Context: an optimization exercise on an open-source flow, tuned for small area and a short achievable clock period. The choices shown serve that exercise and are no tape-out recipe.
Only the layout flow was run in this run; the RTL was not checked for function there.
Power and IR drop assume default switching activity.

==> flow/design.v <==
module multiplier_logic (
    input  wire        clk,
    input  wire        rst_n,
    input  wire [15:0] a,
    input  wire [15:0] b,
    output reg  [31:0] y
);
  reg r1_a0;
  reg r1_a1;
  reg r1_a2;
  reg r1_a3;
  reg r1_a4;
  reg r1_a5;
  reg r1_a6;
  reg r1_a7;
  reg r1_a8;
  reg r1_a9;
  reg r1_a10;
  reg r1_a11;
  reg r1_a12;
  reg r1_a13;
  reg r1_a14;
  reg r1_a15;
  reg r1_an0;
  reg r1_an1;
  reg r1_an2;
  reg r1_an3;
  reg r1_an4;
  reg r1_an5;
  reg r1_an6;
  reg r1_an7;
  reg r1_an8;
  reg r1_an9;
  reg r1_an10;
  reg r1_an11;
  reg r1_an12;
  reg r1_an13;
  reg r1_an14;
  reg r1_an15;
  reg r1_b15;
  reg r1_one1;
  reg r1_two2;
  reg r1_neg3;
  reg r1_one4;
  reg r1_two5;
  reg r1_neg6;
  reg r1_one7;
  reg r1_two8;
  reg r1_neg9;
  reg r1_one10;
  reg r1_two11;
  reg r1_neg12;
  reg r1_one13;
  reg r1_two14;
  reg r1_neg15;
  reg r1_one16;
  reg r1_two17;
  reg r1_neg18;
  reg r1_one19;
  reg r1_two20;
  reg r1_neg21;
  reg r1_one22;
  reg r1_two23;
  reg r1_neg24;
  reg r2_s193;
  reg r2_s195;
  reg r2_s199;
  reg r2_c200;
  reg r2_s201;
  reg r2_p63;
  reg r2_s203;
  reg r2_c202;
  reg r2_c204;
  reg r2_s205;
  reg r2_s207;
  reg r2_s209;
  reg r2_c210;
  reg r2_s213;
  reg r2_c214;
  reg r2_s219;
  reg r2_c218;
  reg r2_s221;
  reg r2_c220;
  reg r2_s223;
  reg r2_s227;
  reg r2_c224;
  reg r2_s229;
  reg r2_s233;
  reg r2_c230;
  reg r2_s235;
  reg r2_c236;
  reg r2_s241;
  reg r2_s243;
  reg r2_s245;
  reg r2_s247;
  reg r2_c242;
  reg r2_c244;
  reg r2_s249;
  reg r2_s253;
  reg r2_s255;
  reg r2_c250;
  reg r2_s257;
  reg r2_s261;
  reg r2_c258;
  reg r2_s263;
  reg r2_s265;
  reg r2_s269;
  reg r2_s271;
  reg r2_c264;
  reg r2_c266;
  reg r2_s273;
  reg r2_s279;
  reg r2_c274;
  reg r2_s281;
  reg r2_s283;
  reg r2_c282;
  reg r2_c284;
  reg r2_s291;
  reg r2_s293;
  reg r2_s297;
  reg r2_c292;
  reg r2_c294;
  reg r2_s299;
  reg r2_s301;
  reg r2_c300;
  reg r2_c302;
  reg r2_s307;
  reg r2_s309;
  reg r2_s311;
  reg r2_s313;
  reg r2_c308;
  reg r2_c310;
  reg r2_s315;
  reg r2_s317;
  reg r2_s319;
  reg r2_c316;
  reg r2_s321;
  reg r2_s325;
  reg r2_c322;
  reg r2_s327;
  reg r2_s331;
  reg r2_c328;
  reg r2_s333;
  reg r2_c332;
  reg r2_s335;
  reg r2_c334;
  reg r2_s337;
  reg r2_s339;
  reg r2_c338;
  reg r2_s341;
  reg r2_c342;
  reg r2_s345;
  reg r2_c346;
  reg r2_s349;
  reg r2_c348;
  reg r2_s351;
  reg r2_c350;
  reg r2_c352;
  reg r2_s353;
  reg r2_s355;
  reg r3_r2_s193;
  reg r3_r2_s195;
  reg r3_r2_s199;
  reg r3_s357;
  reg r3_s361;
  reg r3_s365;
  reg r3_c366;
  reg r3_s367;
  reg r3_r2_c210;
  reg r3_r2_s213;
  reg r3_c368;
  reg r3_r2_c214;
  reg r3_r2_s219;
  reg r3_r2_s223;
  reg r3_s369;
  reg r3_c370;
  reg r3_s371;
  reg r3_c372;
  reg r3_s373;
  reg r3_c374;
  reg r3_s375;
  reg r3_s377;
  reg r3_s379;
  reg r3_c380;
  reg r3_s383;
  reg r3_c384;
  reg r3_s387;
  reg r3_s393;
  reg r3_c392;
  reg r3_s397;
  reg r3_c394;
  reg r3_c398;
  reg r3_s401;
  reg r3_s407;
  reg r3_c406;
  reg r3_s411;
  reg r3_c408;
  reg r3_s417;
  reg r3_c416;
  reg r3_s421;
  reg r3_c418;
  reg r3_s425;
  reg r3_c424;
  reg r3_s427;
  reg r3_c426;
  reg r3_s431;
  reg r3_s435;
  reg r3_s437;
  reg r3_c436;
  reg r3_s439;
  reg r3_s441;
  reg r3_c440;
  reg r3_s443;
  reg r3_r2_s355;
  reg r3_c444;
  wire one1 = b[0] ^ 1'b0;
  wire two2 = (b[1] & ~b[0] & ~1'b0) | (~b[1] & b[0] & 1'b0);
  wire neg3 = b[1];
  wire one4 = b[2] ^ b[1];
  wire two5 = (b[3] & ~b[2] & ~b[1]) | (~b[3] & b[2] & b[1]);
  wire neg6 = b[3];
  wire one7 = b[4] ^ b[3];
  wire two8 = (b[5] & ~b[4] & ~b[3]) | (~b[5] & b[4] & b[3]);
  wire neg9 = b[5];
  wire one10 = b[6] ^ b[5];
  wire two11 = (b[7] & ~b[6] & ~b[5]) | (~b[7] & b[6] & b[5]);
  wire neg12 = b[7];
  wire one13 = b[8] ^ b[7];
  wire two14 = (b[9] & ~b[8] & ~b[7]) | (~b[9] & b[8] & b[7]);
  wire neg15 = b[9];
  wire one16 = b[10] ^ b[9];
  wire two17 = (b[11] & ~b[10] & ~b[9]) | (~b[11] & b[10] & b[9]);
  wire neg18 = b[11];
  wire one19 = b[12] ^ b[11];
  wire two20 = (b[13] & ~b[12] & ~b[11]) | (~b[13] & b[12] & b[11]);
  wire neg21 = b[13];
  wire one22 = b[14] ^ b[13];
  wire two23 = (b[15] & ~b[14] & ~b[13]) | (~b[15] & b[14] & b[13]);
  wire neg24 = b[15];
  wire p25 = ((r1_one1 & r1_a0) | (r1_two2 & 1'b0)) ^ r1_neg3;
  wire p26 = ((r1_one1 & r1_a1) | (r1_two2 & r1_a0)) ^ r1_neg3;
  wire p27 = ((r1_one1 & r1_a2) | (r1_two2 & r1_a1)) ^ r1_neg3;
  wire p28 = ((r1_one1 & r1_a3) | (r1_two2 & r1_a2)) ^ r1_neg3;
  wire p29 = ((r1_one1 & r1_a4) | (r1_two2 & r1_a3)) ^ r1_neg3;
  wire p30 = ((r1_one1 & r1_a5) | (r1_two2 & r1_a4)) ^ r1_neg3;
  wire p31 = ((r1_one1 & r1_a6) | (r1_two2 & r1_a5)) ^ r1_neg3;
  wire p32 = ((r1_one1 & r1_a7) | (r1_two2 & r1_a6)) ^ r1_neg3;
  wire p33 = ((r1_one1 & r1_a8) | (r1_two2 & r1_a7)) ^ r1_neg3;
  wire p34 = ((r1_one1 & r1_a9) | (r1_two2 & r1_a8)) ^ r1_neg3;
  wire p35 = ((r1_one1 & r1_a10) | (r1_two2 & r1_a9)) ^ r1_neg3;
  wire p36 = ((r1_one1 & r1_a11) | (r1_two2 & r1_a10)) ^ r1_neg3;
  wire p37 = ((r1_one1 & r1_a12) | (r1_two2 & r1_a11)) ^ r1_neg3;
  wire p38 = ((r1_one1 & r1_a13) | (r1_two2 & r1_a12)) ^ r1_neg3;
  wire p39 = ((r1_one1 & r1_a14) | (r1_two2 & r1_a13)) ^ r1_neg3;
  wire p40 = ((r1_one1 & r1_a15) | (r1_two2 & r1_a14)) ^ r1_neg3;
  wire p41 = ((r1_one1 & 1'b0) | (r1_two2 & r1_a15)) ^ r1_neg3;
  wire ns42 = ~r1_neg3;
  wire ng43 = r1_neg3;
  wire p44 = ((r1_one4 & r1_a0) | (r1_two5 & 1'b0)) ^ r1_neg6;
  wire p45 = ((r1_one4 & r1_a1) | (r1_two5 & r1_a0)) ^ r1_neg6;
  wire p46 = ((r1_one4 & r1_a2) | (r1_two5 & r1_a1)) ^ r1_neg6;
  wire p47 = ((r1_one4 & r1_a3) | (r1_two5 & r1_a2)) ^ r1_neg6;
  wire p48 = ((r1_one4 & r1_a4) | (r1_two5 & r1_a3)) ^ r1_neg6;
  wire p49 = ((r1_one4 & r1_a5) | (r1_two5 & r1_a4)) ^ r1_neg6;
  wire p50 = ((r1_one4 & r1_a6) | (r1_two5 & r1_a5)) ^ r1_neg6;
  wire p51 = ((r1_one4 & r1_a7) | (r1_two5 & r1_a6)) ^ r1_neg6;
  wire p52 = ((r1_one4 & r1_a8) | (r1_two5 & r1_a7)) ^ r1_neg6;
  wire p53 = ((r1_one4 & r1_a9) | (r1_two5 & r1_a8)) ^ r1_neg6;
  wire p54 = ((r1_one4 & r1_a10) | (r1_two5 & r1_a9)) ^ r1_neg6;
  wire p55 = ((r1_one4 & r1_a11) | (r1_two5 & r1_a10)) ^ r1_neg6;
  wire p56 = ((r1_one4 & r1_a12) | (r1_two5 & r1_a11)) ^ r1_neg6;
  wire p57 = ((r1_one4 & r1_a13) | (r1_two5 & r1_a12)) ^ r1_neg6;
  wire p58 = ((r1_one4 & r1_a14) | (r1_two5 & r1_a13)) ^ r1_neg6;
  wire p59 = ((r1_one4 & r1_a15) | (r1_two5 & r1_a14)) ^ r1_neg6;
  wire p60 = ((r1_one4 & 1'b0) | (r1_two5 & r1_a15)) ^ r1_neg6;
  wire ns61 = ~r1_neg6;
  wire ng62 = r1_neg6;
  wire p63 = ((r1_one7 & r1_a0) | (r1_two8 & 1'b0)) ^ r1_neg9;
  wire p64 = ((r1_one7 & r1_a1) | (r1_two8 & r1_a0)) ^ r1_neg9;
  wire p65 = ((r1_one7 & r1_a2) | (r1_two8 & r1_a1)) ^ r1_neg9;
  wire p66 = ((r1_one7 & r1_a3) | (r1_two8 & r1_a2)) ^ r1_neg9;
  wire p67 = ((r1_one7 & r1_a4) | (r1_two8 & r1_a3)) ^ r1_neg9;
  wire p68 = ((r1_one7 & r1_a5) | (r1_two8 & r1_a4)) ^ r1_neg9;
  wire p69 = ((r1_one7 & r1_a6) | (r1_two8 & r1_a5)) ^ r1_neg9;
  wire p70 = ((r1_one7 & r1_a7) | (r1_two8 & r1_a6)) ^ r1_neg9;
  wire p71 = ((r1_one7 & r1_a8) | (r1_two8 & r1_a7)) ^ r1_neg9;
  wire p72 = ((r1_one7 & r1_a9) | (r1_two8 & r1_a8)) ^ r1_neg9;
  wire p73 = ((r1_one7 & r1_a10) | (r1_two8 & r1_a9)) ^ r1_neg9;
  wire p74 = ((r1_one7 & r1_a11) | (r1_two8 & r1_a10)) ^ r1_neg9;
  wire p75 = ((r1_one7 & r1_a12) | (r1_two8 & r1_a11)) ^ r1_neg9;
  wire p76 = ((r1_one7 & r1_a13) | (r1_two8 & r1_a12)) ^ r1_neg9;
  wire p77 = ((r1_one7 & r1_a14) | (r1_two8 & r1_a13)) ^ r1_neg9;
  wire p78 = ((r1_one7 & r1_a15) | (r1_two8 & r1_a14)) ^ r1_neg9;
  wire p79 = ((r1_one7 & 1'b0) | (r1_two8 & r1_a15)) ^ r1_neg9;
  wire ns80 = ~r1_neg9;
  wire ng81 = r1_neg9;
  wire p82 = ((r1_one10 & r1_a0) | (r1_two11 & 1'b0)) ^ r1_neg12;
  wire p83 = ((r1_one10 & r1_a1) | (r1_two11 & r1_a0)) ^ r1_neg12;
  wire p84 = ((r1_one10 & r1_a2) | (r1_two11 & r1_a1)) ^ r1_neg12;
  wire p85 = ((r1_one10 & r1_a3) | (r1_two11 & r1_a2)) ^ r1_neg12;
  wire p86 = ((r1_one10 & r1_a4) | (r1_two11 & r1_a3)) ^ r1_neg12;
  wire p87 = ((r1_one10 & r1_a5) | (r1_two11 & r1_a4)) ^ r1_neg12;
  wire p88 = ((r1_one10 & r1_a6) | (r1_two11 & r1_a5)) ^ r1_neg12;
  wire p89 = ((r1_one10 & r1_a7) | (r1_two11 & r1_a6)) ^ r1_neg12;
  wire p90 = ((r1_one10 & r1_a8) | (r1_two11 & r1_a7)) ^ r1_neg12;
  wire p91 = ((r1_one10 & r1_a9) | (r1_two11 & r1_a8)) ^ r1_neg12;
  wire p92 = ((r1_one10 & r1_a10) | (r1_two11 & r1_a9)) ^ r1_neg12;
  wire p93 = ((r1_one10 & r1_a11) | (r1_two11 & r1_a10)) ^ r1_neg12;
  wire p94 = ((r1_one10 & r1_a12) | (r1_two11 & r1_a11)) ^ r1_neg12;
  wire p95 = ((r1_one10 & r1_a13) | (r1_two11 & r1_a12)) ^ r1_neg12;
  wire p96 = ((r1_one10 & r1_a14) | (r1_two11 & r1_a13)) ^ r1_neg12;
  wire p97 = ((r1_one10 & r1_a15) | (r1_two11 & r1_a14)) ^ r1_neg12;
  wire p98 = ((r1_one10 & 1'b0) | (r1_two11 & r1_a15)) ^ r1_neg12;
  wire ns99 = ~r1_neg12;
  wire ng100 = r1_neg12;
  wire p101 = ((r1_one13 & ~r1_an0) | (r1_two14 & 1'b0)) ^ r1_neg15;
  wire p102 = ((r1_one13 & ~r1_an1) | (r1_two14 & ~r1_an0)) ^ r1_neg15;
  wire p103 = ((r1_one13 & ~r1_an2) | (r1_two14 & ~r1_an1)) ^ r1_neg15;
  wire p104 = ((r1_one13 & ~r1_an3) | (r1_two14 & ~r1_an2)) ^ r1_neg15;
  wire p105 = ((r1_one13 & ~r1_an4) | (r1_two14 & ~r1_an3)) ^ r1_neg15;
  wire p106 = ((r1_one13 & ~r1_an5) | (r1_two14 & ~r1_an4)) ^ r1_neg15;
  wire p107 = ((r1_one13 & ~r1_an6) | (r1_two14 & ~r1_an5)) ^ r1_neg15;
  wire p108 = ((r1_one13 & ~r1_an7) | (r1_two14 & ~r1_an6)) ^ r1_neg15;
  wire p109 = ((r1_one13 & ~r1_an8) | (r1_two14 & ~r1_an7)) ^ r1_neg15;
  wire p110 = ((r1_one13 & ~r1_an9) | (r1_two14 & ~r1_an8)) ^ r1_neg15;
  wire p111 = ((r1_one13 & ~r1_an10) | (r1_two14 & ~r1_an9)) ^ r1_neg15;
  wire p112 = ((r1_one13 & ~r1_an11) | (r1_two14 & ~r1_an10)) ^ r1_neg15;
  wire p113 = ((r1_one13 & ~r1_an12) | (r1_two14 & ~r1_an11)) ^ r1_neg15;
  wire p114 = ((r1_one13 & ~r1_an13) | (r1_two14 & ~r1_an12)) ^ r1_neg15;
  wire p115 = ((r1_one13 & ~r1_an14) | (r1_two14 & ~r1_an13)) ^ r1_neg15;
  wire p116 = ((r1_one13 & ~r1_an15) | (r1_two14 & ~r1_an14)) ^ r1_neg15;
  wire p117 = ((r1_one13 & 1'b0) | (r1_two14 & ~r1_an15)) ^ r1_neg15;
  wire ns118 = ~r1_neg15;
  wire ng119 = r1_neg15;
  wire p120 = ((r1_one16 & ~r1_an0) | (r1_two17 & 1'b0)) ^ r1_neg18;
  wire p121 = ((r1_one16 & ~r1_an1) | (r1_two17 & ~r1_an0)) ^ r1_neg18;
  wire p122 = ((r1_one16 & ~r1_an2) | (r1_two17 & ~r1_an1)) ^ r1_neg18;
  wire p123 = ((r1_one16 & ~r1_an3) | (r1_two17 & ~r1_an2)) ^ r1_neg18;
  wire p124 = ((r1_one16 & ~r1_an4) | (r1_two17 & ~r1_an3)) ^ r1_neg18;
  wire p125 = ((r1_one16 & ~r1_an5) | (r1_two17 & ~r1_an4)) ^ r1_neg18;
  wire p126 = ((r1_one16 & ~r1_an6) | (r1_two17 & ~r1_an5)) ^ r1_neg18;
  wire p127 = ((r1_one16 & ~r1_an7) | (r1_two17 & ~r1_an6)) ^ r1_neg18;
  wire p128 = ((r1_one16 & ~r1_an8) | (r1_two17 & ~r1_an7)) ^ r1_neg18;
  wire p129 = ((r1_one16 & ~r1_an9) | (r1_two17 & ~r1_an8)) ^ r1_neg18;
  wire p130 = ((r1_one16 & ~r1_an10) | (r1_two17 & ~r1_an9)) ^ r1_neg18;
  wire p131 = ((r1_one16 & ~r1_an11) | (r1_two17 & ~r1_an10)) ^ r1_neg18;
  wire p132 = ((r1_one16 & ~r1_an12) | (r1_two17 & ~r1_an11)) ^ r1_neg18;
  wire p133 = ((r1_one16 & ~r1_an13) | (r1_two17 & ~r1_an12)) ^ r1_neg18;
  wire p134 = ((r1_one16 & ~r1_an14) | (r1_two17 & ~r1_an13)) ^ r1_neg18;
  wire p135 = ((r1_one16 & ~r1_an15) | (r1_two17 & ~r1_an14)) ^ r1_neg18;
  wire p136 = ((r1_one16 & 1'b0) | (r1_two17 & ~r1_an15)) ^ r1_neg18;
  wire ns137 = ~r1_neg18;
  wire ng138 = r1_neg18;
  wire p139 = ((r1_one19 & ~r1_an0) | (r1_two20 & 1'b0)) ^ r1_neg21;
  wire p140 = ((r1_one19 & ~r1_an1) | (r1_two20 & ~r1_an0)) ^ r1_neg21;
  wire p141 = ((r1_one19 & ~r1_an2) | (r1_two20 & ~r1_an1)) ^ r1_neg21;
  wire p142 = ((r1_one19 & ~r1_an3) | (r1_two20 & ~r1_an2)) ^ r1_neg21;
  wire p143 = ((r1_one19 & ~r1_an4) | (r1_two20 & ~r1_an3)) ^ r1_neg21;
  wire p144 = ((r1_one19 & ~r1_an5) | (r1_two20 & ~r1_an4)) ^ r1_neg21;
  wire p145 = ((r1_one19 & ~r1_an6) | (r1_two20 & ~r1_an5)) ^ r1_neg21;
  wire p146 = ((r1_one19 & ~r1_an7) | (r1_two20 & ~r1_an6)) ^ r1_neg21;
  wire p147 = ((r1_one19 & ~r1_an8) | (r1_two20 & ~r1_an7)) ^ r1_neg21;
  wire p148 = ((r1_one19 & ~r1_an9) | (r1_two20 & ~r1_an8)) ^ r1_neg21;
  wire p149 = ((r1_one19 & ~r1_an10) | (r1_two20 & ~r1_an9)) ^ r1_neg21;
  wire p150 = ((r1_one19 & ~r1_an11) | (r1_two20 & ~r1_an10)) ^ r1_neg21;
  wire p151 = ((r1_one19 & ~r1_an12) | (r1_two20 & ~r1_an11)) ^ r1_neg21;
  wire p152 = ((r1_one19 & ~r1_an13) | (r1_two20 & ~r1_an12)) ^ r1_neg21;
  wire p153 = ((r1_one19 & ~r1_an14) | (r1_two20 & ~r1_an13)) ^ r1_neg21;
  wire p154 = ((r1_one19 & ~r1_an15) | (r1_two20 & ~r1_an14)) ^ r1_neg21;
  wire p155 = ((r1_one19 & 1'b0) | (r1_two20 & ~r1_an15)) ^ r1_neg21;
  wire ns156 = ~r1_neg21;
  wire ng157 = r1_neg21;
  wire p158 = ((r1_one22 & ~r1_an0) | (r1_two23 & 1'b0)) ^ r1_neg24;
  wire p159 = ((r1_one22 & ~r1_an1) | (r1_two23 & ~r1_an0)) ^ r1_neg24;
  wire p160 = ((r1_one22 & ~r1_an2) | (r1_two23 & ~r1_an1)) ^ r1_neg24;
  wire p161 = ((r1_one22 & ~r1_an3) | (r1_two23 & ~r1_an2)) ^ r1_neg24;
  wire p162 = ((r1_one22 & ~r1_an4) | (r1_two23 & ~r1_an3)) ^ r1_neg24;
  wire p163 = ((r1_one22 & ~r1_an5) | (r1_two23 & ~r1_an4)) ^ r1_neg24;
  wire p164 = ((r1_one22 & ~r1_an6) | (r1_two23 & ~r1_an5)) ^ r1_neg24;
  wire p165 = ((r1_one22 & ~r1_an7) | (r1_two23 & ~r1_an6)) ^ r1_neg24;
  wire p166 = ((r1_one22 & ~r1_an8) | (r1_two23 & ~r1_an7)) ^ r1_neg24;
  wire p167 = ((r1_one22 & ~r1_an9) | (r1_two23 & ~r1_an8)) ^ r1_neg24;
  wire p168 = ((r1_one22 & ~r1_an10) | (r1_two23 & ~r1_an9)) ^ r1_neg24;
  wire p169 = ((r1_one22 & ~r1_an11) | (r1_two23 & ~r1_an10)) ^ r1_neg24;
  wire p170 = ((r1_one22 & ~r1_an12) | (r1_two23 & ~r1_an11)) ^ r1_neg24;
  wire p171 = ((r1_one22 & ~r1_an13) | (r1_two23 & ~r1_an12)) ^ r1_neg24;
  wire p172 = ((r1_one22 & ~r1_an14) | (r1_two23 & ~r1_an13)) ^ r1_neg24;
  wire p173 = ((r1_one22 & ~r1_an15) | (r1_two23 & ~r1_an14)) ^ r1_neg24;
  wire p174 = ((r1_one22 & 1'b0) | (r1_two23 & ~r1_an15)) ^ r1_neg24;
  wire ns175 = ~r1_neg24;
  wire ng176 = r1_neg24;
  wire p177 = r1_a0 & r1_b15;
  wire p178 = r1_a1 & r1_b15;
  wire p179 = r1_a2 & r1_b15;
  wire p180 = r1_a3 & r1_b15;
  wire p181 = r1_a4 & r1_b15;
  wire p182 = r1_a5 & r1_b15;
  wire p183 = r1_a6 & r1_b15;
  wire p184 = r1_a7 & r1_b15;
  wire p185 = r1_a8 & r1_b15;
  wire p186 = r1_a9 & r1_b15;
  wire p187 = r1_a10 & r1_b15;
  wire p188 = r1_a11 & r1_b15;
  wire p189 = r1_a12 & r1_b15;
  wire p190 = r1_a13 & r1_b15;
  wire p191 = r1_a14 & r1_b15;
  wire p192 = r1_a15 & r1_b15;
  wire s193 = ng43 ^ p25;
  wire c194 = ng43 & p25;
  wire s195 = p26 ^ c194;
  wire c196 = p26 & c194;
  wire s197, c198;
  mult_fa u_s197 (.x(p44), .y(ng62), .z(p27), .s(s197), .c(c198));
  wire s199 = c196 ^ s197;
  wire c200 = c196 & s197;
  wire s201, c202;
  mult_fa u_s201 (.x(c198), .y(p28), .z(p45), .s(s201), .c(c202));
  wire s203, c204;
  mult_fa u_s203 (.x(p46), .y(ng81), .z(p29), .s(s203), .c(c204));
  wire s205, c206;
  mult_fa u_s205 (.x(p64), .y(p30), .z(p47), .s(s205), .c(c206));
  wire s207, c208;
  mult_fa u_s207 (.x(p48), .y(ng100), .z(p31), .s(s207), .c(c208));
  wire s209, c210;
  mult_fa u_s209 (.x(c206), .y(p65), .z(p82), .s(s209), .c(c210));
  wire s211, c212;
  mult_fa u_s211 (.x(p66), .y(p32), .z(p49), .s(s211), .c(c212));
  wire s213, c214;
  mult_fa u_s213 (.x(s211), .y(p83), .z(c208), .s(s213), .c(c214));
  wire s215, c216;
  mult_fa u_s215 (.x(p33), .y(ng119), .z(p101), .s(s215), .c(c216));
  wire s217, c218;
  mult_fa u_s217 (.x(p84), .y(p50), .z(p67), .s(s217), .c(c218));
  wire s219, c220;
  mult_fa u_s219 (.x(s217), .y(c212), .z(s215), .s(s219), .c(c220));
  wire s221, c222;
  mult_fa u_s221 (.x(p51), .y(p102), .z(p34), .s(s221), .c(c222));
  wire s223, c224;
  mult_fa u_s223 (.x(c216), .y(p68), .z(p85), .s(s223), .c(c224));
  wire s225, c226;
  mult_fa u_s225 (.x(p120), .y(ng138), .z(p103), .s(s225), .c(c226));
  wire s227, c228;
  mult_fa u_s227 (.x(p69), .y(p35), .z(p52), .s(s227), .c(c228));
  wire s229, c230;
  mult_fa u_s229 (.x(s225), .y(p86), .z(c222), .s(s229), .c(c230));
  wire s231, c232;
  mult_fa u_s231 (.x(p36), .y(p104), .z(p121), .s(s231), .c(c232));
  wire s233, c234;
  mult_fa u_s233 (.x(p87), .y(p53), .z(p70), .s(s233), .c(c234));
  wire s235, c236;
  mult_fa u_s235 (.x(s231), .y(c226), .z(c228), .s(s235), .c(c236));
  wire s237, c238;
  mult_fa u_s237 (.x(p122), .y(ng157), .z(p105), .s(s237), .c(c238));
  wire s239, c240;
  mult_fa u_s239 (.x(p54), .y(p139), .z(p37), .s(s239), .c(c240));
  wire s241, c242;
  mult_fa u_s241 (.x(c232), .y(p71), .z(p88), .s(s241), .c(c242));
  wire s243, c244;
  mult_fa u_s243 (.x(s239), .y(c234), .z(s237), .s(s243), .c(c244));
  wire s245, c246;
  mult_fa u_s245 (.x(p140), .y(p106), .z(p123), .s(s245), .c(c246));
  wire s247, c248;
  mult_fa u_s247 (.x(p72), .y(p38), .z(p55), .s(s247), .c(c248));
  wire s249, c250;
  mult_fa u_s249 (.x(c240), .y(p89), .z(c238), .s(s249), .c(c250));
  wire s251, c252;
  mult_fa u_s251 (.x(p124), .y(ng176), .z(p107), .s(s251), .c(c252));
  wire s253, c254;
  mult_fa u_s253 (.x(p39), .y(p141), .z(p158), .s(s253), .c(c254));
  wire s255, c256;
  mult_fa u_s255 (.x(p90), .y(p56), .z(p73), .s(s255), .c(c256));
  wire s257, c258;
  mult_fa u_s257 (.x(s251), .y(c246), .z(c248), .s(s257), .c(c258));
  wire s259, c260;
  mult_fa u_s259 (.x(p142), .y(p108), .z(p125), .s(s259), .c(c260));
  wire s261, c262;
  mult_fa u_s261 (.x(p57), .y(p159), .z(p40), .s(s261), .c(c262));
  wire s263, c264;
  mult_fa u_s263 (.x(c252), .y(p74), .z(p91), .s(s263), .c(c264));
  wire s265, c266;
  mult_fa u_s265 (.x(s259), .y(c254), .z(c256), .s(s265), .c(c266));
  wire s267, c268;
  mult_fa u_s267 (.x(p126), .y(p177), .z(p109), .s(s267), .c(c268));
  wire s269, c270;
  mult_fa u_s269 (.x(p41), .y(p143), .z(p160), .s(s269), .c(c270));
  wire s271, c272;
  mult_fa u_s271 (.x(p92), .y(p58), .z(p75), .s(s271), .c(c272));
  wire s273, c274;
  mult_fa u_s273 (.x(s267), .y(c260), .z(c262), .s(s273), .c(c274));
  wire s275, c276;
  mult_fa u_s275 (.x(p178), .y(1'b1), .z(ns42), .s(s275), .c(c276));
  wire s277, c278;
  mult_fa u_s277 (.x(p144), .y(p110), .z(p127), .s(s277), .c(c278));
  wire s279, c280;
  mult_fa u_s279 (.x(p76), .y(p161), .z(p59), .s(s279), .c(c280));
  wire s281, c282;
  mult_fa u_s281 (.x(c268), .y(p93), .z(s275), .s(s281), .c(c282));
  wire s283, c284;
  mult_fa u_s283 (.x(s277), .y(c270), .z(c272), .s(s283), .c(c284));
  wire s285, c286;
  mult_fa u_s285 (.x(p111), .y(1'b1), .z(p179), .s(s285), .c(c286));
  wire s287, c288;
  mult_fa u_s287 (.x(p162), .y(p128), .z(p145), .s(s287), .c(c288));
  wire s289, c290;
  mult_fa u_s289 (.x(p94), .y(p60), .z(p77), .s(s289), .c(c290));
  wire s291, c292;
  mult_fa u_s291 (.x(c280), .y(c276), .z(c278), .s(s291), .c(c292));
  wire s293, c294;
  mult_fa u_s293 (.x(s289), .y(s285), .z(s287), .s(s293), .c(c294));
  wire s295, c296;
  mult_fa u_s295 (.x(p112), .y(ns61), .z(p180), .s(s295), .c(c296));
  wire s297, c298;
  mult_fa u_s297 (.x(p163), .y(p129), .z(p146), .s(s297), .c(c298));
  wire s299, c300;
  mult_fa u_s299 (.x(c286), .y(p78), .z(p95), .s(s299), .c(c300));
  wire s301, c302;
  mult_fa u_s301 (.x(s295), .y(c288), .z(c290), .s(s301), .c(c302));
  wire s303, c304;
  mult_fa u_s303 (.x(p113), .y(1'b1), .z(p181), .s(s303), .c(c304));
  wire s305, c306;
  mult_fa u_s305 (.x(p164), .y(p130), .z(p147), .s(s305), .c(c306));
  wire s307, c308;
  mult_fa u_s307 (.x(c296), .y(p79), .z(p96), .s(s307), .c(c308));
  wire s309, c310;
  mult_fa u_s309 (.x(s305), .y(c298), .z(s303), .s(s309), .c(c310));
  wire s311, c312;
  mult_fa u_s311 (.x(p114), .y(ns80), .z(p182), .s(s311), .c(c312));
  wire s313, c314;
  mult_fa u_s313 (.x(p165), .y(p131), .z(p148), .s(s313), .c(c314));
  wire s315, c316;
  mult_fa u_s315 (.x(c306), .y(p97), .z(c304), .s(s315), .c(c316));
  wire s317, c318;
  mult_fa u_s317 (.x(p115), .y(1'b1), .z(p183), .s(s317), .c(c318));
  wire s319, c320;
  mult_fa u_s319 (.x(p166), .y(p132), .z(p149), .s(s319), .c(c320));
  wire s321, c322;
  mult_fa u_s321 (.x(c314), .y(p98), .z(c312), .s(s321), .c(c322));
  wire s323, c324;
  mult_fa u_s323 (.x(p116), .y(ns99), .z(p184), .s(s323), .c(c324));
  wire s325, c326;
  mult_fa u_s325 (.x(p167), .y(p133), .z(p150), .s(s325), .c(c326));
  wire s327, c328;
  mult_fa u_s327 (.x(s323), .y(c318), .z(c320), .s(s327), .c(c328));
  wire s329, c330;
  mult_fa u_s329 (.x(p117), .y(1'b1), .z(p185), .s(s329), .c(c330));
  wire s331, c332;
  mult_fa u_s331 (.x(p168), .y(p134), .z(p151), .s(s331), .c(c332));
  wire s333, c334;
  mult_fa u_s333 (.x(s329), .y(c324), .z(c326), .s(s333), .c(c334));
  wire s335, c336;
  mult_fa u_s335 (.x(p135), .y(ns118), .z(p186), .s(s335), .c(c336));
  wire s337, c338;
  mult_fa u_s337 (.x(c330), .y(p152), .z(p169), .s(s337), .c(c338));
  wire s339, c340;
  mult_fa u_s339 (.x(p136), .y(1'b1), .z(p187), .s(s339), .c(c340));
  wire s341, c342;
  mult_fa u_s341 (.x(c336), .y(p153), .z(p170), .s(s341), .c(c342));
  wire s343, c344;
  mult_fa u_s343 (.x(p154), .y(ns137), .z(p188), .s(s343), .c(c344));
  wire s345, c346;
  mult_fa u_s345 (.x(s343), .y(p171), .z(c340), .s(s345), .c(c346));
  wire s347, c348;
  mult_fa u_s347 (.x(p155), .y(1'b1), .z(p189), .s(s347), .c(c348));
  wire s349, c350;
  mult_fa u_s349 (.x(s347), .y(p172), .z(c344), .s(s349), .c(c350));
  wire s351, c352;
  mult_fa u_s351 (.x(p173), .y(ns156), .z(p190), .s(s351), .c(c352));
  wire s353, c354;
  mult_fa u_s353 (.x(p174), .y(1'b1), .z(p191), .s(s353), .c(c354));
  wire s355, c356;
  mult_fa u_s355 (.x(c354), .y(ns175), .z(p192), .s(s355), .c(c356));
  wire s357 = r2_c200 ^ r2_s201;
  wire c358 = r2_c200 & r2_s201;
  wire s359, c360;
  mult_fa u_s359 (.x(r2_s203), .y(r2_c202), .z(r2_p63), .s(s359), .c(c360));
  wire s361 = c358 ^ s359;
  wire c362 = c358 & s359;
  wire s363, c364;
  mult_fa u_s363 (.x(c360), .y(r2_c204), .z(r2_s205), .s(s363), .c(c364));
  wire s365 = c362 ^ s363;
  wire c366 = c362 & s363;
  wire s367, c368;
  mult_fa u_s367 (.x(c364), .y(r2_s207), .z(r2_s209), .s(s367), .c(c368));
  wire s369, c370;
  mult_fa u_s369 (.x(r2_s221), .y(r2_c218), .z(r2_c220), .s(s369), .c(c370));
  wire s371, c372;
  mult_fa u_s371 (.x(r2_s229), .y(r2_c224), .z(r2_s227), .s(s371), .c(c372));
  wire s373, c374;
  mult_fa u_s373 (.x(r2_s235), .y(r2_c230), .z(r2_s233), .s(s373), .c(c374));
  wire s375, c376;
  mult_fa u_s375 (.x(r2_s243), .y(r2_c236), .z(r2_s241), .s(s375), .c(c376));
  wire s377, c378;
  mult_fa u_s377 (.x(r2_s245), .y(r2_c242), .z(r2_c244), .s(s377), .c(c378));
  wire s379, c380;
  mult_fa u_s379 (.x(c376), .y(r2_s247), .z(r2_s249), .s(s379), .c(c380));
  wire s381, c382;
  mult_fa u_s381 (.x(r2_s255), .y(r2_c250), .z(r2_s253), .s(s381), .c(c382));
  wire s383, c384;
  mult_fa u_s383 (.x(s381), .y(r2_s257), .z(c378), .s(s383), .c(c384));
  wire s385, c386;
  mult_fa u_s385 (.x(r2_s263), .y(r2_c258), .z(r2_s261), .s(s385), .c(c386));
  wire s387, c388;
  mult_fa u_s387 (.x(s385), .y(r2_s265), .z(c382), .s(s387), .c(c388));
  wire s389, c390;
  mult_fa u_s389 (.x(r2_s269), .y(r2_c264), .z(r2_c266), .s(s389), .c(c390));
  wire s391, c392;
  mult_fa u_s391 (.x(c386), .y(r2_s271), .z(r2_s273), .s(s391), .c(c392));
  wire s393, c394;
  mult_fa u_s393 (.x(s391), .y(s389), .z(c388), .s(s393), .c(c394));
  wire s395, c396;
  mult_fa u_s395 (.x(r2_s281), .y(r2_c274), .z(r2_s279), .s(s395), .c(c396));
  wire s397, c398;
  mult_fa u_s397 (.x(s395), .y(r2_s283), .z(c390), .s(s397), .c(c398));
  wire s399, c400;
  mult_fa u_s399 (.x(r2_s291), .y(r2_c282), .z(r2_c284), .s(s399), .c(c400));
  wire s401, c402;
  mult_fa u_s401 (.x(s399), .y(r2_s293), .z(c396), .s(s401), .c(c402));
  wire s403, c404;
  mult_fa u_s403 (.x(r2_s297), .y(r2_c292), .z(r2_c294), .s(s403), .c(c404));
  wire s405, c406;
  mult_fa u_s405 (.x(c400), .y(r2_s299), .z(r2_s301), .s(s405), .c(c406));
  wire s407, c408;
  mult_fa u_s407 (.x(s405), .y(s403), .z(c402), .s(s407), .c(c408));
  wire s409, c410;
  mult_fa u_s409 (.x(r2_s307), .y(r2_c300), .z(r2_c302), .s(s409), .c(c410));
  wire s411, c412;
  mult_fa u_s411 (.x(s409), .y(r2_s309), .z(c404), .s(s411), .c(c412));
  wire s413, c414;
  mult_fa u_s413 (.x(r2_s311), .y(r2_c308), .z(r2_c310), .s(s413), .c(c414));
  wire s415, c416;
  mult_fa u_s415 (.x(c410), .y(r2_s313), .z(r2_s315), .s(s415), .c(c416));
  wire s417, c418;
  mult_fa u_s417 (.x(s415), .y(s413), .z(c412), .s(s417), .c(c418));
  wire s419, c420;
  mult_fa u_s419 (.x(r2_s319), .y(r2_c316), .z(r2_s317), .s(s419), .c(c420));
  wire s421, c422;
  mult_fa u_s421 (.x(s419), .y(r2_s321), .z(c414), .s(s421), .c(c422));
  wire s423, c424;
  mult_fa u_s423 (.x(r2_s327), .y(r2_c322), .z(r2_s325), .s(s423), .c(c424));
  wire s425, c426;
  mult_fa u_s425 (.x(c422), .y(c420), .z(s423), .s(s425), .c(c426));
  wire s427, c428;
  mult_fa u_s427 (.x(r2_s333), .y(r2_c328), .z(r2_s331), .s(s427), .c(c428));
  wire s429, c430;
  mult_fa u_s429 (.x(r2_s335), .y(r2_c332), .z(r2_c334), .s(s429), .c(c430));
  wire s431, c432;
  mult_fa u_s431 (.x(s429), .y(r2_s337), .z(c428), .s(s431), .c(c432));
  wire s433, c434;
  mult_fa u_s433 (.x(r2_s341), .y(r2_c338), .z(r2_s339), .s(s433), .c(c434));
  wire s435, c436;
  mult_fa u_s435 (.x(c432), .y(c430), .z(s433), .s(s435), .c(c436));
  wire s437, c438;
  mult_fa u_s437 (.x(c434), .y(r2_c342), .z(r2_s345), .s(s437), .c(c438));
  wire s439, c440;
  mult_fa u_s439 (.x(c438), .y(r2_c346), .z(r2_s349), .s(s439), .c(c440));
  wire s441, c442;
  mult_fa u_s441 (.x(r2_s351), .y(r2_c348), .z(r2_c350), .s(s441), .c(c442));
  wire s443, c444;
  mult_fa u_s443 (.x(c442), .y(r2_c352), .z(r2_s353), .s(s443), .c(c444));
  wire s445 = r3_c368 ^ r3_r2_c210;
  wire c446 = r3_c368 & r3_r2_c210;
  wire s447 = r3_r2_c214 ^ r3_r2_s219;
  wire c448 = r3_r2_c214 & r3_r2_s219;
  wire s449 = r3_r2_s223 ^ r3_s369;
  wire c450 = r3_r2_s223 & r3_s369;
  wire s451 = r3_c370 ^ r3_s371;
  wire c452 = r3_c370 & r3_s371;
  wire s453 = r3_c372 ^ r3_s373;
  wire c454 = r3_c372 & r3_s373;
  wire s455 = r3_c374 ^ r3_s375;
  wire c456 = r3_c374 & r3_s375;
  wire s457 = r3_s377 ^ r3_s379;
  wire c458 = r3_s377 & r3_s379;
  wire s459 = r3_c380 ^ r3_s383;
  wire c460 = r3_c380 & r3_s383;
  wire s461 = r3_c384 ^ r3_s387;
  wire c462 = r3_c384 & r3_s387;
  wire s463 = r3_c392 ^ r3_c394;
  wire c464 = r3_c392 & r3_c394;
  wire s465 = r3_c398 ^ r3_s401;
  wire c466 = r3_c398 & r3_s401;
  wire s467 = r3_c406 ^ r3_c408;
  wire c468 = r3_c406 & r3_c408;
  wire s469 = r3_c416 ^ r3_c418;
  wire c470 = r3_c416 & r3_c418;
  wire s471 = r3_c424 ^ r3_c426;
  wire c472 = r3_c424 & r3_c426;
  wire [31:0] ra = {r3_c444, r3_s443, r3_c440, r3_s439, r3_c436, r3_s435, r3_s431, r3_s427, r3_s425, r3_s421, r3_s417, r3_s411, r3_s407, c464, r3_s397, r3_s393, c460, c458, c456, c454, c452, c450, c448, c446, r3_r2_s213, r3_c366, r3_s365, r3_s361, r3_s357, r3_r2_s199, r3_r2_s195, r3_r2_s193};
  wire [31:0] rb = {r3_r2_s355, 1'b0, r3_s441, 1'b0, r3_s437, 1'b0, c472, s471, c470, s469, c468, s467, c466, s465, s463, c462, s461, s459, s457, s455, s453, s451, s449, s447, s445, r3_s367, 1'b0, 1'b0, 1'b0, 1'b0, 1'b0, 1'b0};
  wire [20:0] plo = ra[19:0] + rb[19:0];
  reg [20:0] r4_plo;
  reg [11:0] r4_ha, r4_hb;
  always @(posedge clk) begin r4_plo <= plo; r4_ha <= ra[31:20]; r4_hb <= rb[31:20]; end
  wire [12:0] phs = {r4_ha, r4_plo[20]} + {r4_hb, r4_plo[20]};
  wire [11:0] phi = phs[12:1];
  wire [31:0] prod = {phi, r4_plo[19:0]};
  always @(posedge clk) begin
    r1_a0 <= a[0];
    r1_a1 <= a[1];
    r1_a2 <= a[2];
    r1_a3 <= a[3];
    r1_a4 <= a[4];
    r1_a5 <= a[5];
    r1_a6 <= a[6];
    r1_a7 <= a[7];
    r1_a8 <= a[8];
    r1_a9 <= a[9];
    r1_a10 <= a[10];
    r1_a11 <= a[11];
    r1_a12 <= a[12];
    r1_a13 <= a[13];
    r1_a14 <= a[14];
    r1_a15 <= a[15];
    r1_an0 <= ~a[0];
    r1_an1 <= ~a[1];
    r1_an2 <= ~a[2];
    r1_an3 <= ~a[3];
    r1_an4 <= ~a[4];
    r1_an5 <= ~a[5];
    r1_an6 <= ~a[6];
    r1_an7 <= ~a[7];
    r1_an8 <= ~a[8];
    r1_an9 <= ~a[9];
    r1_an10 <= ~a[10];
    r1_an11 <= ~a[11];
    r1_an12 <= ~a[12];
    r1_an13 <= ~a[13];
    r1_an14 <= ~a[14];
    r1_an15 <= ~a[15];
    r1_b15 <= b[15];
    r1_one1 <= one1;
    r1_two2 <= two2;
    r1_neg3 <= neg3;
    r1_one4 <= one4;
    r1_two5 <= two5;
    r1_neg6 <= neg6;
    r1_one7 <= one7;
    r1_two8 <= two8;
    r1_neg9 <= neg9;
    r1_one10 <= one10;
    r1_two11 <= two11;
    r1_neg12 <= neg12;
    r1_one13 <= one13;
    r1_two14 <= two14;
    r1_neg15 <= neg15;
    r1_one16 <= one16;
    r1_two17 <= two17;
    r1_neg18 <= neg18;
    r1_one19 <= one19;
    r1_two20 <= two20;
    r1_neg21 <= neg21;
    r1_one22 <= one22;
    r1_two23 <= two23;
    r1_neg24 <= neg24;
    r2_s193 <= s193;
    r2_s195 <= s195;
    r2_s199 <= s199;
    r2_c200 <= c200;
    r2_s201 <= s201;
    r2_p63 <= p63;
    r2_s203 <= s203;
    r2_c202 <= c202;
    r2_c204 <= c204;
    r2_s205 <= s205;
    r2_s207 <= s207;
    r2_s209 <= s209;
    r2_c210 <= c210;
    r2_s213 <= s213;
    r2_c214 <= c214;
    r2_s219 <= s219;
    r2_c218 <= c218;
    r2_s221 <= s221;
    r2_c220 <= c220;
    r2_s223 <= s223;
    r2_s227 <= s227;
    r2_c224 <= c224;
    r2_s229 <= s229;
    r2_s233 <= s233;
    r2_c230 <= c230;
    r2_s235 <= s235;
    r2_c236 <= c236;
    r2_s241 <= s241;
    r2_s243 <= s243;
    r2_s245 <= s245;
    r2_s247 <= s247;
    r2_c242 <= c242;
    r2_c244 <= c244;
    r2_s249 <= s249;
    r2_s253 <= s253;
    r2_s255 <= s255;
    r2_c250 <= c250;
    r2_s257 <= s257;
    r2_s261 <= s261;
    r2_c258 <= c258;
    r2_s263 <= s263;
    r2_s265 <= s265;
    r2_s269 <= s269;
    r2_s271 <= s271;
    r2_c264 <= c264;
    r2_c266 <= c266;
    r2_s273 <= s273;
    r2_s279 <= s279;
    r2_c274 <= c274;
    r2_s281 <= s281;
    r2_s283 <= s283;
    r2_c282 <= c282;
    r2_c284 <= c284;
    r2_s291 <= s291;
    r2_s293 <= s293;
    r2_s297 <= s297;
    r2_c292 <= c292;
    r2_c294 <= c294;
    r2_s299 <= s299;
    r2_s301 <= s301;
    r2_c300 <= c300;
    r2_c302 <= c302;
    r2_s307 <= s307;
    r2_s309 <= s309;
    r2_s311 <= s311;
    r2_s313 <= s313;
    r2_c308 <= c308;
    r2_c310 <= c310;
    r2_s315 <= s315;
    r2_s317 <= s317;
    r2_s319 <= s319;
    r2_c316 <= c316;
    r2_s321 <= s321;
    r2_s325 <= s325;
    r2_c322 <= c322;
    r2_s327 <= s327;
    r2_s331 <= s331;
    r2_c328 <= c328;
    r2_s333 <= s333;
    r2_c332 <= c332;
    r2_s335 <= s335;
    r2_c334 <= c334;
    r2_s337 <= s337;
    r2_s339 <= s339;
    r2_c338 <= c338;
    r2_s341 <= s341;
    r2_c342 <= c342;
    r2_s345 <= s345;
    r2_c346 <= c346;
    r2_s349 <= s349;
    r2_c348 <= c348;
    r2_s351 <= s351;
    r2_c350 <= c350;
    r2_c352 <= c352;
    r2_s353 <= s353;
    r2_s355 <= s355;
    r3_r2_s193 <= r2_s193;
    r3_r2_s195 <= r2_s195;
    r3_r2_s199 <= r2_s199;
    r3_s357 <= s357;
    r3_s361 <= s361;
    r3_s365 <= s365;
    r3_c366 <= c366;
    r3_s367 <= s367;
    r3_r2_c210 <= r2_c210;
    r3_r2_s213 <= r2_s213;
    r3_c368 <= c368;
    r3_r2_c214 <= r2_c214;
    r3_r2_s219 <= r2_s219;
    r3_r2_s223 <= r2_s223;
    r3_s369 <= s369;
    r3_c370 <= c370;
    r3_s371 <= s371;
    r3_c372 <= c372;
    r3_s373 <= s373;
    r3_c374 <= c374;
    r3_s375 <= s375;
    r3_s377 <= s377;
    r3_s379 <= s379;
    r3_c380 <= c380;
    r3_s383 <= s383;
    r3_c384 <= c384;
    r3_s387 <= s387;
    r3_s393 <= s393;
    r3_c392 <= c392;
    r3_s397 <= s397;
    r3_c394 <= c394;
    r3_c398 <= c398;
    r3_s401 <= s401;
    r3_s407 <= s407;
    r3_c406 <= c406;
    r3_s411 <= s411;
    r3_c408 <= c408;
    r3_s417 <= s417;
    r3_c416 <= c416;
    r3_s421 <= s421;
    r3_c418 <= c418;
    r3_s425 <= s425;
    r3_c424 <= c424;
    r3_s427 <= s427;
    r3_c426 <= c426;
    r3_s431 <= s431;
    r3_s435 <= s435;
    r3_s437 <= s437;
    r3_c436 <= c436;
    r3_s439 <= s439;
    r3_s441 <= s441;
    r3_c440 <= c440;
    r3_s443 <= s443;
    r3_r2_s355 <= r2_s355;
    r3_c444 <= c444;
  end
  reg [3:0] v;
  always @(posedge clk) begin
    if (!rst_n) begin
      v <= 4'd0;
      y <= 32'd0;
    end else begin
      v <= {v[2:0], 1'b1};
      y <= v[3] ? prod : 32'd0;
    end
  end
endmodule
module mult_fa (input wire x, input wire y, input wire z, output wire s, output wire c);
  assign s = x ^ y ^ z;
  assign c = (x & y) | (x & z) | (y & z);
endmodule
==> flow/flow/run.sh <==
#!/bin/bash
# Layout: the standard flow (standard.sh) with two changes to how it is
# built, none to what is built or measured:
#  - the port buffers that global placement inserts are plain buf_1 cells
#    (repair_timing still resizes any that timing needs);
#  - clock tree synthesis runs with the settings of config.mk
#    (CTS_CLUSTER_SIZE 50, CTS_CLUSTER_DIAMETER 60) but inserts no dummy
#    load cells.
# All tool output goes to standard_flow.log here; ORFS's per-step logs stay
# under orfs/logs/.
set -euo pipefail
export BUFFER_PORTS_ARGS="-buffer_cell sky130_fd_sc_hd__buf_1"
export CTS_ARGS="-sink_clustering_enable -repair_clock_nets -sink_clustering_size 50 -sink_clustering_max_diameter 60 -dont_use_dummy_load"
bash standard.sh > standard_flow.log 2>&1
==> flow/standard.sh <==
#!/bin/bash
# synth_recipe.tcl (not shown) runs the flow's synth.tcl, then flattens the netlist and writes it again
# the make line also repeats each setting of config.mk as NAME=value (left out here)
make -C /OpenROAD-flow-scripts/flow DESIGN_CONFIG=/design/flow/config.mk WORK_HOME=/design/flow/orfs CLKGATE_MAP_FILE= SYNTH_SCRIPT=/design/flow/synth_recipe.tcl "${@:-finish}"
==> flow/config.mk <==
export PLATFORM = sky130hd
export DESIGN_NAME = multiplier_logic
export DESIGN_NICKNAME = multiplier_logic
export VERILOG_FILES = /design/flow/design.v
export SDC_FILE = /design/flow/constraint.sdc
export NUM_CORES = 4
export LEC_CHECK = 0
export CAP_MARGIN = 20
export CORE_MARGIN = 2
export CORE_UTILIZATION = 40
export CTS_CLUSTER_DIAMETER = 60
export CTS_CLUSTER_SIZE = 50
export SETUP_SLACK_MARGIN = 2.55
export SLEW_MARGIN = 20
export SYNTH_HIERARCHICAL = 1
export SYNTH_MINIMUM_KEEP_SIZE = 0
==> flow/constraint.sdc <==
create_clock -name core_clock -period 4.5 [get_ports {clk}]
set_input_delay 0.9000 -clock core_clock [delete_from_list [all_inputs] [get_ports {clk}]]
set_output_delay 0.9000 -clock core_clock [all_outputs]
set_load 0.01 [all_outputs]
==> results.txt <==
==> per-module statistics from Yosys (local to each module, per instance) <==
module	copies in the design	area, um2	cells inside
multiplier_logic	1	10000	912
mult_fa	120	20.0	1
==> Yosys cell counts, types with 2 or more instances <==
cell type,n,area (um2)
xnor2_1,146,1280
nand2_1,19,71.3
nor2b_1,4,25.0
xor2_1,12,105
buf_1,9,33.8
a31oi_1,5,31.3
a311oi_1,2,17.5
nand2b_1,6,37.5
and2_1,20,125
nand3_1,4,20.0
ha_1,41,513
o21a_1,2,15.0
buf_2,9,45.0
o21bai_1,2,15.0
a21oi_1,14,70.1
and3_1,23,144
a211oi_1,6,45.0
dfxtp_1,285,5710
clkbuf_1,60,225
nor2_1,24,90.1
nand4_1,2,12.5
nand3b_1,6,45.0
nor3_1,8,40.0
a21o_1,13,97.6
o22ai_1,61,382
o21ai_0,14,70.1
a22oi_1,60,450
inv_2,4,15.0
fa_1,122,2440
inv_1,31,116
==> cell type report <==
class | count | area (um2) | share of cell area [%]
multi-input cells | 641 | 7010 | 47.9
repair buffers | 101 | 622 | 4.25
inverters | 35 | 171 | 1.17
flip-flops and latches | 285 | 5810 | 39.7
repair inverters | 3 | 22.5 | 0.154
clock buffers | 20 | 500 | 3.42
well taps | 396 | 495 | 3.39
==> repair_timing <==
item,4_1_cts,5_1_grt
gates cloned,3,0
pin swaps,46,38
hold buffers,0,0
endpoints found under the setup margin,76,60
gates resized for setup,134,70
setup buffers,22,12
==> layer usage <==
layer	track usage, %	routed length (um)	vias up
met3	3.15	1880	58
li1	-	-	3531
met2	24.7	11400	287
met1	23.0	12300	3626
met4	5.77	849	0
met5	0	0	-
==> state kept, by name (all words and copies together) (netlist names), 4 cells and up <==
register and count:
y 32, r4_plo 21, r4_hb 9, v 4, r4_ha 12
==> power by group through the flow <==
stage          Sequential (mW)  Clock, mW  Combinational, mW
2_1_floorplan             3.72          0               2.69
3_5_place_dp              3.91          0               3.46
4_1_cts                   3.87       1.63               3.84
3_3_place_gp              3.89          0               3.35
5_1_grt                   3.98       1.72               4.65
6_report                  3.89       1.57               4.12
==> worst paths after layout <==
kind / depth (start not counted) / startpoint / slack [ns] / endpoint
worst max-delay path: 7 / r1_two14 / 2.29 / r2_s309
worst min-delay path: 0 / r3_s417 / 0.31 / r4_ha[1]
worst max register to register: 7 / r1_two14 / 2.29 / r2_s309
worst min register to register: 0 / r3_s417 / 0.31 / r4_ha[1]
==> kinds of logic after synthesis <==
| logic type | after synthesis |
|---|---|
| other | 1 |
| adder cells (fa/ha/maj) | 163 |
| flip-flops | 285 |
| AND/OR/NAND/NOR | 121 |
| AO/OA/AOI/OAI | 190 |
| buffers and inverters | 113 |
| multiplexers | 1 |
| XOR/XNOR | 158 |
==> worst max-delay path, cell delays in order, from the launching register on <==
cell,delay [ns]
dfxtp_4,0.38
buf_12,0.10
clkinvlp_4,0.16
buf_12,0.18
o22ai_2,0.14
xnor2_1,0.16
fa_2,0.48
fa_2,0.56
==> impl_metrics.tcl <==
set metrics [dict create \
    cp.required_ns 4.95 \
    std_cell_rows 64 \
    setup_viol 0 \
    synth.area.mux_share_pct 0.0804 \
    cts_sinks 285 \
    synth_xor_area_share_pct 11.1 \
    setup_ws_ns 2.29 \
    yosys_register_bits 285 \
    diodes 0 \
    p_sw_mw 3.28 \
    netSwitchingFraction_pct 34.2 \
    synth_top_family_by_area "adder cells" \
    finalHoldViolations 0 \
    relSlewSlack_pct 59.1 \
    gp_congestion 0.879 \
    pwr-share-seq_pct 40.6 \
    first_pass_iters 5 \
    drtAntennaViolNets 0 \
    total_power_mw 9.57 \
    cp_max_fo 4 \
    cts_tree "yes" \
    synth-async-reset-ratio_pct 0 \
    grt_max_degree 30 \
    post-route-drc-count 0 \
    vias 7502 \
    final_net_count 1284 \
    whs_ns 0.314 \
    leakage_nw 5.55 \
    cp-end-kind "register" \
    power_density_nw_per_um2 655 \
    dieHeight_um 180 \
    vias_per_cell 5.07 \
    final_common_cell "dfxtp_1" \
    synth_edf_count 0 \
    synthCells 1032 \
    period_share_pct 49.0 \
    pin_count 66 \
    ir_worst_vdd_v 0.000297 \
    utilization_pct 47.8 \
    clock_latency_ns 0.53 \
    hp-class "register to register" \
    die_width_um 180 \
    fillers 2740 \
    drive_gt1_share_pct 21.3 \
    crit_type "register to register" \
    avgSynthCellArea_um2 12.1 \
    start_kind "register" \
    cts_made_buffers 20 \
    synth_ff_type "dfxtp_1" \
    cts_max_level 1 \
    final_area_um2 14600 \
    grt-ovfl-total 0 \
    cap_violations 0 \
    synth_simple_gate_area_share_pct 5.22 \
    intPower_mw 6.30 \
    place_inst 1424 \
    drt_iter0_markers 603 \
    die_area_um2 32500 \
    worst_ep_arrival_time_ns 2.65 \
    finalNonFillerCells 1481 \
    grt_setup_unrepaired "true" \
    fin_skew_ns 0.0482 \
    path_clk_slew_ns 0.10 \
    start_util_pct 40.7 \
    antenna_found_initial 1 \
    clkPwrFrac_pct 16.4 \
    layout_common_cells "dfxtp_1 (233), xnor2_1 (130), fa_1 (92)" \
    gr-usage-all-layers_pct 16.2 \
    status "timing/DRC/antenna clean" \
    synth-adder-area-share_pct 23.7 \
    fmax_ghz 0.453 \
    syn2layout_area_growth_pct 17.5 \
    core_area_um2 30600 \
    grt_pass1_vias 7803 \
    synth_compound_area_share_pct 10.5 \
    clockRootBuffer "clkbuf_16" \
    yosys_warnings 7 \
    tns_ns 0 \
    netlist_area_um2 12400 \
    hpwlAfterDp_um 18500 \
    wl_per_cell_um 17.9 \
    dpl_cell_area_um2 13000 \
    place_ws_ns 1.98 \
    io_buffers 65 \
    netlist-cell-type-count 48 \
    tightest_slew_ns 0.613 \
    seq_area_frac_synth_pct 45.8 \
    drt-total-wl_um 26500 \
    grt_pass1_wl_um 42500 \
    clock_path_buffers 3 \
    combPwrFrac_pct 43.0 \
    period_minus_slack_ns 2.21 \
    slew_viol_final 0 \
]

[separate check: timing with driven ports]
The flow's constraints put no driver on any port. The routed layout listed below was extracted and timed again, unchanged, in two steps. Step 1: set_driving_cell puts a clkbuf_16 on clk and a buf_2 on each other input, an assumption about the parent block. Step 2 also shifts input and output timing later by t, the mid clock arrival at the registers, as if the neighbouring blocks saw the same clock. Slacks: no drivers / after step 1 / after step 2; pairs: no drivers / after step 1.
t, ns: 0.548
slack for setup (ns): 2.295 / 2.295 / 2.295
hold slack, ns: 0.314 / 0.314 / 0.314
cell pins on the clock port's net: 1
After both steps this run still meets setup and hold. The setup slack of this run moves by 0.000 ns with the drivers and by 0.000 ns with both steps.
